What follows belongs to an exercise in optimizing a design on an open flow for small area; a production flow would make more cautious choices.
Function was checked by simulation only, so behaviour that the tests miss may differ from the original.
The clock port is modelled as an ideal driver, which makes a skipped or thinned clock tree look cheaper than it is; a real chip needs a root buffer or a tree.

## VendingMachine
module VendingMachine(
  input        clock,
  input        reset,
  input  [4:0] io_price,
  input        io_coin2Raw,
  input        io_coin5Raw,
  input        io_buyRaw,
  output       io_releaseCan,
  output       io_alarm,
  output [6:0] io_seg,
  output [3:0] io_an
);
Size: ~23 I/O pins, ~0.0044 mm2 of cells after synthesis.
==> flow/config.mk <==
export PLATFORM = sky130hd
export DESIGN_NAME = VendingMachine
export DESIGN_NICKNAME = VendingMachine
export VERILOG_FILES = /design/flow/design.v
export SDC_FILE = /design/flow/constraint.sdc
export NUM_CORES = 4
export LEC_CHECK = 0
export CAP_MARGIN = 20
export CORE_MARGIN = 2
export CORE_UTILIZATION = 60
export SLEW_MARGIN = 20
==> flow/constraint.sdc <==
create_clock -name core_clock -period 10.0 [get_ports {clock}]
set_input_delay 2.0000 -clock core_clock [delete_from_list [all_inputs] [get_ports {clock}]]
set_output_delay 2.0000 -clock core_clock [all_outputs]
set_load 0.01 [all_outputs]
standard.sh (not shown) runs the stock make flow with config.mk's settings and CLKGATE_MAP_FILE= SYNTH_SCRIPT=/design/flow/synth_recipe.tcl, a recipe that flattens the netlist after the stock synthesis.
==> flow/flow/run.sh <==
#!/bin/bash
# Own layout flow: the standard layout (standard.sh) with three changes:
#  - synthesis maps the logic with an area-only ABC script (no timing-driven
#    buffering or up-sizing; the 10 ns clock leaves ample slack),
#  - ports are buffered with sky130_fd_sc_hd__buf_1,
#  - the clock tree uses a few large clusters and no dummy loads.
# Each make run's full output goes to its own log file in the work folder.
set -euo pipefail
W=$PWD
F=$W/flow

# synthesis script: the standard flow's own, with the abc call pointed at our ABC script
{
  echo 'proc abc {args} {'
  echo '  set i [lsearch -exact $args -script]'
  echo "  if {\$i >= 0} { lset args [expr {\$i + 1}] $F/abc_min.script }"
  echo '  yosys abc {*}$args'
  echo '}'
  cat "$W/synth_recipe.tcl"
} > "$W/own_synth.tcl"

EXTRA=(
  "SYNTH_SCRIPT=$W/own_synth.tcl"
  "BUFFER_PORTS_ARGS=-buffer_cell sky130_fd_sc_hd__buf_1"
  "CTS_ARGS=-sink_clustering_enable -repair_clock_nets -dont_use_dummy_load -buf_list sky130_fd_sc_hd__clkbuf_8 -sink_clustering_size 30 -sink_clustering_max_diameter 150"
)

bash "$W/standard.sh" "${EXTRA[@]}" synth > "$W/synth.log" 2>&1
bash "$W/standard.sh" "${EXTRA[@]}" finish > "$W/layout.log" 2>&1
test -s "$W/out/final.def"
==> flow/flow/abc_min.script <==
strash
dch -f
map -a
topo
Rerun with:
==> flow/run.sh (new file) <==
#!/bin/bash
# synth_recipe.tcl (not shown) runs the flow's synth.tcl, then flattens the netlist and writes it again
# the make line also repeats each setting of config.mk as NAME=value (left out here)
make -C /OpenROAD-flow-scripts/flow DESIGN_CONFIG=/design/flow/config.mk WORK_HOME=/design/flow/orfs CLKGATE_MAP_FILE= SYNTH_SCRIPT=/design/flow/synth_recipe.tcl finish
ABC_AREA = 1   (was not set)
removed: flow/flow/run.sh
removed: flow/flow/abc_min.script
removed: flow/standard.sh
=>
- final area went up by 10%
- global-route usage rises by 1.5 points
- register-to-register slack improved by 0.25 ns
- synthesized cell count rose by 13%

## v6
Another version of the RTL of VendingMachine (not shown whole).
Size: roughly 400 cells after synthesis, ~59 flip-flops, roughly 23 I/O pins, about 2800 um2 of cells after synthesis.
Settings: LEC_CHECK=0, CAP_MARGIN=20, CORE_MARGIN=2, CORE_UTILIZATION=60, GPL_TIMING_DRIVEN=0, SLEW_MARGIN=20; clock period 10.0 ns.
==> flow/flow/run.sh <==
#!/bin/bash
# Own layout flow: the standard layout (standard.sh) with these changes:
#  - synthesis leaves adders to ABC (no extract_fa / adder cells) and maps
#    the logic with an area-only ABC script (dc2, dch, amap; no timing-driven
#    buffering or up-sizing; the 10 ns clock leaves ample slack),
#  - ports are buffered with sky130_fd_sc_hd__buf_1,
#  - the clock tree keeps only 5 of its leaf buffers (collapse_clock.tcl).
# Each make run's full output goes to its own log file in the work folder.
set -euo pipefail
W=$PWD
F=$W/flow

# synthesis script: the standard flow's own, with the abc call pointed at our ABC script
{
  echo 'proc abc {args} {'
  echo '  set i [lsearch -exact $args -script]'
  echo "  if {\$i >= 0} { lset args [expr {\$i + 1}] $F/abc_min.script }"
  echo '  yosys abc {*}$args'
  echo '}'
  cat "$W/synth_recipe.tcl"
} > "$W/own_synth.tcl"

EXTRA=(
  "SYNTH_SCRIPT=$W/own_synth.tcl"
  "ADDER_MAP_FILE="
  "BUFFER_PORTS_ARGS=-buffer_cell sky130_fd_sc_hd__buf_1"
  "CTS_ARGS=-sink_clustering_enable -repair_clock_nets -dont_use_dummy_load -buf_list sky130_fd_sc_hd__clkbuf_8 -root_buf sky130_fd_sc_hd__clkbuf_8 -apply_ndr none"
  "POST_CTS_TCL=$F/collapse_clock.tcl"
)

bash "$W/standard.sh" "${EXTRA[@]}" synth > "$W/synth.log" 2>&1
bash "$W/standard.sh" "${EXTRA[@]}" finish > "$W/layout.log" 2>&1
test -s "$W/out/final.def"
==> flow/flow/collapse_clock.tcl <==
# POST_CTS hook: the design has few registers, so keep only K of the H-tree's
# leaf buffers (the K that best cover the registers), drive every register
# from its nearest kept leaf buffer, and delete the other leaf buffers.
set K [expr {[info exists ::env(CLOCK_LEAVES)] ? $::env(CLOCK_LEAVES) : 5}]
set block [ord::get_db_block]
set root [$block findInst clkbuf_0_clock]
set rootOut [[$root findITerm X] getNet]
set leaves {}
set sinks {}
foreach it [$rootOut getITerms] {
  set inst [$it getInst]
  if {$inst eq $root} { continue }
  if {[string match "sky130_fd_sc_hd__clkbuf_*" [[$inst getMaster] getName]]} {
    lappend leaves $inst
    foreach s [[[$inst findITerm X] getNet] getITerms] {
      if {[$s getInst] ne $inst} { lappend sinks $s }
    }
  } else {
    lappend sinks $it
  }
}
proc loc {inst} {
  set b [$inst getBBox]
  return [list [expr {([$b xMin] + [$b xMax]) / 2}] [expr {([$b yMin] + [$b yMax]) / 2}]]
}
proc dist {a b} { expr {abs([lindex $a 0] - [lindex $b 0]) + abs([lindex $a 1] - [lindex $b 1])} }
proc combos {lst k} {
  if {$k == 0} { return [list {}] }
  if {[llength $lst] < $k} { return {} }
  set out {}
  set first [lindex $lst 0]
  foreach c [combos [lrange $lst 1 end] [expr {$k - 1}]] { lappend out [concat [list $first] $c] }
  foreach c [combos [lrange $lst 1 end] $k] { lappend out $c }
  return $out
}
set sinkLoc {}
foreach s $sinks { lappend sinkLoc [loc [$s getInst]] }
if {$K > [llength $leaves]} { set K [llength $leaves] }
set best {}
set bestCost -1
foreach c [combos $leaves $K] {
  set cost 0
  foreach sl $sinkLoc {
    set m -1
    foreach l $c { set d [dist $sl [loc $l]]; if {$m < 0 || $d < $m} { set m $d } }
    incr cost $m
  }
  if {$bestCost < 0 || $cost < $bestCost} { set bestCost $cost; set best $c }
}
# reassign every sink to its nearest kept leaf
foreach s $sinks sl $sinkLoc {
  set m -1
  set to {}
  foreach l $best { set d [dist $sl [loc $l]]; if {$m < 0 || $d < $m} { set m $d; set to $l } }
  set net [[$to findITerm X] getNet]
  if {[$s getNet] ne $net} { $s disconnect; $s connect $net }
}
set removed 0
foreach l $leaves {
  if {[lsearch -exact $best $l] >= 0} { continue }
  set out [[$l findITerm X] getNet]
  [$l findITerm A] disconnect
  [$l findITerm X] disconnect
  odb::dbInst_destroy $l
  odb::dbNet_destroy $out
  incr removed
}
puts "collapse_clock: kept [llength $best] of [llength $leaves] leaf buffers, removed $removed, [llength $sinks] sinks"
detailed_placement
estimate_parasitics -placement
Other scripts of this flow, unchanged in this note and not shown: flow/flow/abc_min.script
v6 finished every step from synthesis to the final layout, and the layout passed the timing, DRC and antenna checks.
diff inputs: v6 => v7
-- flow/flow/run.sh --
<<< v6, line 5
#    buffering or up-sizing; the 10 ns clock leaves ample slack),
#  - ports are buffered with sky130_fd_sc_hd__buf_1,
#  - the clock tree keeps only 5 of its leaf buffers (collapse_clock.tcl).
# Each make run's full output goes to its own log file in the work folder.
set -euo pipefail
>>> v7, line 5
#    buffering or up-sizing; the 10 ns clock leaves ample slack),
#  - ports are buffered with sky130_fd_sc_hd__buf_1,
#  - the clock tree keeps only 4 of its leaf buffers, with a small root buffer
#    (collapse_clock.tcl).
# Each make run's full output goes to its own log file in the work folder.
set -euo pipefail
-- flow/flow/collapse_clock.tcl --
<<< v6, line 1
# POST_CTS hook: the design has few registers, so keep only K of the H-tree's
# leaf buffers (the K that best cover the registers), drive every register
# from its nearest kept leaf buffer, and delete the other leaf buffers.
set K [expr {[info exists ::env(CLOCK_LEAVES)] ? $::env(CLOCK_LEAVES) : 5}]
set block [ord::get_db_block]
set root [$block findInst clkbuf_0_clock]
>>> v7, line 1
# POST_CTS hook: the design has few registers, so keep only K (4) of the H-tree's
# leaf buffers (the K that best cover the registers), drive every register
# from its nearest kept leaf buffer, and delete the other leaf buffers.
set K [expr {[info exists ::env(CLOCK_LEAVES)] ? $::env(CLOCK_LEAVES) : 4}]
set block [ord::get_db_block]
set root [$block findInst clkbuf_0_clock]
<<< v6, line 66
  incr removed
}
puts "collapse_clock: kept [llength $best] of [llength $leaves] leaf buffers, removed $removed, [llength $sinks] sinks"
detailed_placement
>>> v7, line 66
  incr removed
}
# the root buffer now drives only the K leaf buffers: a small one will do
# (a narrower cell in the same place stays legal)
$root swapMaster [[ord::get_db] findMaster sky130_fd_sc_hd__clkbuf_2]
puts "collapse_clock: kept [llength $best] of [llength $leaves] leaf buffers, removed $removed, [llength $sinks] sinks"
detailed_placement
Notes after the runs:
Delta (v7 minus v6): transition at the pin with the smallest max-transition slack lower, global routing usage summed across all routing layers roughly the same.
v7 and v6 ended up with nearly the same largest vdd supply drop.
Clock skew: v7 better than v6
[compare] base=v6 new=v7: final area has decreased; total wire length has decreased; number of clock buffer instances in the layout has decreased.
Met3 layer usage reported by global route essentially unchanged between v7 and v6.

==> afterwards: timing with drivers on the ports <==
How much do the figures lean on ideal ports? The routed layouts below were timed once more, with nothing changed but the port constraints. Step 1 (the two cells are an assumption about what drives the block):
set clk [get_ports {clock}]
set_driving_cell -lib_cell sky130_fd_sc_hd__clkbuf_16 $clk
set_driving_cell -lib_cell sky130_fd_sc_hd__buf_2 [delete_from_list [all_inputs] $clk]
Step 2 also shifts input and output timing later by t, the mid clock arrival at the registers, as if the neighbouring blocks saw the same clock. Slacks: ideal / step 1 / step 2; pairs: ideal / step 1.
run	t, ns	setup WS [ns]	worst data-port slew with drivers (ns)
the first run of note 1	0.344	2.656 / 2.634 / 2.634	0.03
the second run of note 1	0.365	2.684 / 2.663 / 2.663	0.03
v6	0.334	2.985 / 2.961 / 2.961	0.03
v7	0.419	2.997 / 2.973 / 2.973	0.03
After both steps setup and hold are still met in every run listed.
